From an optimization exercise on the open Yosys and OpenROAD flow, aimed at small area, a short achievable clock period and few clock cycles per item; shortcuts taken in it are not production practice.
Where RTL was checked, it was by simulation tests only, not by an equivalence proof against the original.

## build 36
## calculadora_top
module calculadora_top (
    input logic clock,      
    input logic reset,      
    input logic [3:0] cmd,  
    output logic [1:0] status,
    output logic [3:0] data,
    output logic [3:0] position,
    output logic [63:0] segments,
    output logic [31:0] result
);
    logic [2:0] pos3;
    calculadora dut_calculadora (
        .clock(clock),
        .reset(reset),
        .cmd(cmd),
        .status(status),
        .data(data),
        .position(pos3),
        .result(result)
    );
    control dut_control (
        .clock(clock),
        .reset(reset),
        .position(pos3),
        .digit(data),
        .segments_out(segments)
    );
    assign position = {1'b0, pos3};
endmodule
Size: ~220 flip-flops.
Settings: LEC_CHECK=0, ABC_CLOCK_PERIOD_IN_PS=2000, CAP_MARGIN=20, CORE_MARGIN=2, CORE_UTILIZATION=40, PLACE_DENSITY=0.6, SETUP_SLACK_MARGIN=2.5, SLEW_MARGIN=20; clock period 5.0 ns.
run.sh (not shown) runs the stock make flow with config.mk's settings and CLKGATE_MAP_FILE= SYNTH_SCRIPT=/design/flow/synth_recipe.tcl, a recipe that flattens the netlist after the stock synthesis.
Per the final summary, build 36 finished and its layout is clean on timing, DRC and antenna.
--- input diff build 36..build 15 ---
Settings: SETUP_SLACK_MARGIN: 2.5 -> unset.
- When build 15 is set beside build 36, its final clock period utilization by the worst path turns out to be 12 points larger.
- Wire length: lower on build 15
- Area of the mapped netlist: build 36 vs build 15 identical
Input-level comparison between build 43 and build 15:
Settings: a deleted ABC_CLOCK_PERIOD_IN_PS that had been 2000; an added SETUP_SLACK_MARGIN of 3.0.
### Flow results
Diff build 15 -> build 43: worst slew margin relative to its limit +28 points; number of hold violations in the final report held; number of buffers inserted for hold repair after clock tree synthesis essentially unchanged.
The inputs of build 80 differ from those of build 43 as listed below.
Settings: a deleted SETUP_SLACK_MARGIN that had been 3.0.
Notes after the runs:
The wire length of the first global-routing pass in build 43 is 1.14 times that in build 80. Delta (build 80 minus build 43): time the final worst path needs with I/O delays and setup rose 550 ps; quantity of hold-fixing buffers added after cts now sits at about the same level. Sort build 43 and build 80 by number of standard cells in the layout, taps in and fillers out, ascending, and build 80 comes first.
Function was not checked in any run of this note: the RTL went through the layout flow alone.

calculadora_top, a different RTL version from the one above (not shown whole).
Size: ~170 flip-flops, roughly 16000 µm² of cells after synthesis.
Settings: LEC_CHECK=0, CAP_MARGIN=20, CORE_MARGIN=2, CORE_UTILIZATION=40, PLACE_DENSITY=0.6, SLEW_MARGIN=20; clock period 5.0 ns.
Testbench counts at the start, summed over its fixed seeds: cycles 18,612, ops 1,600.
Edit:
--- a/flow/config.mk
+++ b/flow/config.mk
@@ -6,7 +6,9 @@
 export NUM_CORES = 4
 export LEC_CHECK = 0
+export ABC_CLOCK_PERIOD_IN_PS = 3000
 export CAP_MARGIN = 20
 export CORE_MARGIN = 2
 export CORE_UTILIZATION = 40
 export PLACE_DENSITY = 0.6
+export SETUP_SLACK_MARGIN = 2.0
 export SLEW_MARGIN = 20
Design area rose by 5.7%.
Clock-buffer cell count rose by 1.
Worst setup slack is better by 150 ps.
Worst hold slack is worse by 5.3 ps.
Non-clock buffer count rose by 45.
Maximum frequency rose by 3.2%.

The RTL this note starts from:
==> flow/design.v <==
module display (
    input  logic [3:0] data,
    output logic [6:0] segments
);
    always_comb begin
        case (data)
            4'b0000: segments = 7'b1111110;  
            4'b0001: segments = 7'b0110000;  
            4'b0010: segments = 7'b1101101;  
            4'b0011: segments = 7'b1111001;  
            4'b0100: segments = 7'b0110011;  
            4'b0101: segments = 7'b1011011;  
            4'b0110: segments = 7'b1011111;  
            4'b0111: segments = 7'b1110000;  
            4'b1000: segments = 7'b1111111;  
            4'b1001: segments = 7'b1110011;  
            default: segments = 7'b0000000;
        endcase
    end
endmodule
module control (
    input  logic [2:0]  position,
    input  logic [3:0]  digit,
    input  logic        clock,
    input  logic        reset,
    output logic [63:0] segments_out
);
    logic [6:0] seg_in;
    logic [6:0] seg [8];
    display dec (.data(digit), .segments(seg_in));
    always_ff @(posedge clock or posedge reset) begin
        if (reset) begin
            for (int i = 0; i < 8; i++) seg[i] <= 7'b1111110;  
        end else begin
            seg[position] <= seg_in;
        end
    end
    always_comb begin
        for (int i = 0; i < 8; i++) segments_out[8*i +: 8] = {seg[i], 1'b0};
    end
endmodule
module calculadora (
    input  logic [3:0]  cmd,
    input  logic        clock,
    input  logic        reset,
    output logic [1:0]  status,
    output logic [3:0]  data,
    output logic [2:0]  position,
    output logic [31:0] result
);
    localparam logic [3:0] CMD_RES = 4'b1110, CMD_CLR = 4'b1111;
    logic s_idle, s_ina, s_op, s_inb, s_done, s_err;
    logic [26:0] x;        
    logic [31:0] vs, vc;   
    logic        mul, add, sub;   
    logic [31:0] acc;
    logic [3:0]  data_r;
    logic [2:0]  pos_r;
    wire is_dig = (cmd <= 4'd9);
    wire is_op  = (cmd == 4'd10) || (cmd == 4'd11) || (cmd == 4'd12);
    wire is_res = (cmd == CMD_RES);
    wire is_clr = (cmd == CMD_CLR);
    wire full   = (pos_r == 3'd7);    
    wire in_num = s_ina | s_inb;
    wire [26:0] xg   = s_ina ? x : 27'd0;
    wire [2:0]  lo_a = cmd[3] ? 3'b111 : cmd[2:0];
    wire        lo_b = cmd[3];
    wire        cin  = cmd[3] & cmd[0];
    wire [27:0] xsum = {xg[23:0], lo_a, 1'b1} + {xg[25:0], lo_b, cin};
    wire [26:0] x_next = xsum[27:1];
    wire [31:0] a32 = {5'd0, x};
    wire [31:0] hs  = s_op ? 32'd0 : vs;
    wire [31:0] hc  = s_op ? 32'd0 : vc;
    wire [2:0]  lo1 = mul ? {2'b00, cmd[1] & cmd[0]}                  
                          : (cmd[3] ? {2'b11, cmd[0]} : cmd[2:0]);
    wire [2:0]  lo3 = mul ? 3'd0 : (s_inb ? {cmd[3], ~cmd[3], 1'b0} : {1'b0, cmd[3], 1'b0});
    wire [31:0] u1 = {hs[28:0], lo1};
    wire [31:0] u2 = {hs[30:0], 1'b0};
    wire [31:0] u3 = {hc[28:0], lo3};
    wire [31:0] u4 = {hc[30:0], 1'b0};
    wire        sel8 = cmd[3] | (cmd[2] & cmd[1] & cmd[0]);
    wire        sel4 = ~cmd[3] & (cmd[2] ^ (cmd[1] & cmd[0]));
    wire [31:0] u5 = mul ? (sel8 ? {a32[28:0], 3'b000} : sel4 ? {a32[29:0], 2'b00} : 32'd0)
                   : s_inb ? (add ? ~{a32[28:0], 3'b000} : {a32[28:0], 3'b111})
                   : 32'd0;
    wire        inv6 = (add & s_inb) | (sub & s_op);
    logic [31:0] u6;
    always_comb begin
        if (!mul) u6 = a32 ^ {32{inv6}};
        else case (cmd[1:0])
            2'd0: u6 = 32'd0;
            2'd1: u6 = a32;
            2'd2: u6 = {a32[30:0], 1'b0};
            2'd3: u6 = ~a32;
        endcase
    end
    function automatic logic [63:0] csa(input logic [31:0] a, b, c);
        logic [31:0] s, cy;
        s  = a ^ b ^ c;
        cy = (a & b) | (a & c) | (b & c);
        csa = {s, cy[30:0], 1'b0};
    endfunction
    wire [63:0] l1a = csa(u1, u2, u3);
    wire [63:0] l1b = csa(u4, u5, u6);
    wire [63:0] l2  = csa(l1a[63:32], l1a[31:0], l1b[31:0]);
    wire [63:0] l3  = csa(l2[63:32], l2[31:0], l1b[63:32]);
    wire [31:0] r = vs + vc;
    wire [31:0] r_next = sub ? ~(r & {32{r[31]}}) : r;
    always_ff @(posedge clock) begin
        if (is_dig & (s_idle | s_ina)) x <= x_next;
        if (is_dig & (s_op | s_inb)) begin
            vs <= l3[63:32];
            vc <= l3[31:0];
        end
        if ((s_ina | s_op) & is_op) begin
            mul <= (cmd == 4'd12);
            add <= (cmd == 4'd10);
            sub <= (cmd == 4'd11);
        end
    end
    always_ff @(posedge clock or posedge reset) begin
        if (reset) begin
            s_idle <= 1'b1; s_ina <= 1'b0; s_op <= 1'b0;
            s_inb  <= 1'b0; s_done <= 1'b0; s_err <= 1'b0;
            acc    <= 32'd0;
            data_r <= 4'd0;
            pos_r  <= 3'd0;
        end else begin
            if (s_idle) begin
                if (is_dig) begin s_idle <= 1'b0; s_ina <= 1'b1; end
            end
            if (s_ina) begin
                if (is_op) begin s_ina <= 1'b0; s_op <= 1'b1; end
                else if (is_dig & full) begin s_ina <= 1'b0; s_err <= 1'b1; end
                else if (is_clr) begin s_ina <= 1'b0; s_idle <= 1'b1; end
            end
            if (s_op) begin
                if (is_dig) begin s_op <= 1'b0; s_inb <= 1'b1; end
                else if (is_clr) begin s_op <= 1'b0; s_idle <= 1'b1; end
                else if (is_res) begin s_op <= 1'b0; s_err <= 1'b1; end
            end
            if (s_inb) begin
                if (is_res) begin s_inb <= 1'b0; s_done <= 1'b1; end
                else if (is_dig & full) begin s_inb <= 1'b0; s_err <= 1'b1; end
                else if (is_clr) begin s_inb <= 1'b0; s_op <= 1'b1; end
            end
            if (s_done) begin
                if (is_clr | is_dig) begin s_done <= 1'b0; s_idle <= 1'b1; end
            end
            if (s_err) begin
                if (is_clr) begin s_err <= 1'b0; s_idle <= 1'b1; end
            end
            if (s_inb & is_res) acc <= r_next;
            if (is_dig & (s_idle | s_op)) begin
                data_r <= cmd; pos_r <= 3'd0;
            end else if (is_dig & in_num & ~full) begin
                data_r <= cmd; pos_r <= pos_r + 3'd1;
            end else if (is_op & s_ina) begin
                data_r <= CMD_CLR; pos_r <= 3'd0;
            end else if (is_op & s_op) begin
                data_r <= cmd; pos_r <= 3'd0;
            end else if (is_clr & s_ina) begin
                pos_r <= 3'd0;
            end else if (is_clr & (s_op | s_inb | s_done | s_err)) begin
                data_r <= CMD_CLR; pos_r <= 3'd0;
            end
        end
    end
    assign status   = {s_err, 1'b0};
    assign data     = data_r;
    assign position = pos_r;
    assign result   = acc;
endmodule
module calculadora_top (
    input logic clock,      
    input logic reset,      
    input logic [3:0] cmd,  
    output logic [1:0] status,
    output logic [3:0] data,
    output logic [3:0] position,
    output logic [63:0] segments,
    output logic [31:0] result
);
    logic [2:0] pos3;
    calculadora dut_calculadora (
        .clock(clock),
        .reset(reset),
        .cmd(cmd),
        .status(status),
        .data(data),
        .position(pos3),
        .result(result)
    );
    control dut_control (
        .clock(clock),
        .reset(reset),
        .position(pos3),
        .digit(data),
        .segments_out(segments)
    );
    assign position = {1'b0, pos3};
endmodule
make LEC_CHECK=0 CAP_MARGIN=20 CORE_MARGIN=2 CORE_UTILIZATION=40 PLACE_DENSITY=0.6 SETUP_SLACK_MARGIN=1.6 SLEW_MARGIN=20 finish   # period 5.0 ns
The baseline completed with no timing, DRC or antenna violations.
Testbench counts at the start, summed over its fixed seeds: cycles 18,612, ops 1,600.
Next try:
==> flow/flow/run.sh (new file) <==
#!/bin/bash
# The standard layout (standard.sh, unchanged synthesis), with the port
# buffers made of a plain buffer cell instead of the one buffer_ports picks.
set -uo pipefail
export BUFFER_PORTS_ARGS="-buffer_cell sky130_fd_sc_hd__buf_1"
bash standard.sh > standard.log 2>&1
==> flow/standard.sh (new file) <==
#!/bin/bash
# synth_recipe.tcl (not shown) runs the flow's synth.tcl, then flattens the netlist and writes it again
# the make line also repeats each setting of config.mk as NAME=value (left out here)
make -C /OpenROAD-flow-scripts/flow DESIGN_CONFIG=/design/flow/config.mk WORK_HOME=/design/flow/orfs CLKGATE_MAP_FILE= SYNTH_SCRIPT=/design/flow/synth_recipe.tcl "${@:-finish}"
removed: flow/run.sh
Effect:
- first-iteration DRC count shrinks by 2.4%
- wire length shrinks by 1.3%
- die area stays the same
- fmax shrinks by 1.1%
- worst setup slack gets worse by 0.039 ns
- core utilization shrinks by 1.9 points

## static timing again, ports no longer ideal
The results above use ideal ports. As a check the final layouts listed here were re-extracted and re-timed, cells and wires unchanged.
Step 1 assumes that a clkbuf_16 drives the clock port and a buf_2 every other input.
Step 2 adds t to the input delays and takes it off the output delays; t is the mean of the earliest and latest rising clock arrival at the registers after step 1. Input paths then give back, and output paths get back, about the clock's delay inside the block.
Slacks: ideal ports / drivers / drivers and shift; pairs: ideal ports / drivers.
run | t, ns | slack for setup (ns) | worst setup path at the end | slew at the worst register clock pin (ns) | cell pins on the clock port's net
build 36 | 0.611 | 1.663 / 1.663 / 1.103 | input to register | 0.07 / 0.07 | 1
build 15 | 0.609 | 1.054 / 1.054 / 0.479 | input to register | 0.07 / 0.07 | 1
build 43 | 0.603 | 1.600 / 1.600 / 1.146 | input to register | 0.07 / 0.07 | 1
build 80 | 0.609 | 1.054 / 1.054 / 0.479 | input to register | 0.07 / 0.07 | 1
the first run of note 2 | 0.500 | 0.124 / 0.124 / 0.124 | register to register | 0.09 / 0.09 | 1
the second run of note 2 | 0.504 | 0.276 / 0.276 / 0.276 | register to register | 0.08 / 0.08 | 1
the first run of note 3 | 0.502 | 1.612 / 1.601 / 1.099 | input to register | 0.10 / 0.10 | 1
the second run of note 3 | 0.515 | 1.573 / 1.573 / 1.158 | input to register | 0.09 / 0.09 | 1
After both steps every run listed still meets setup and hold.
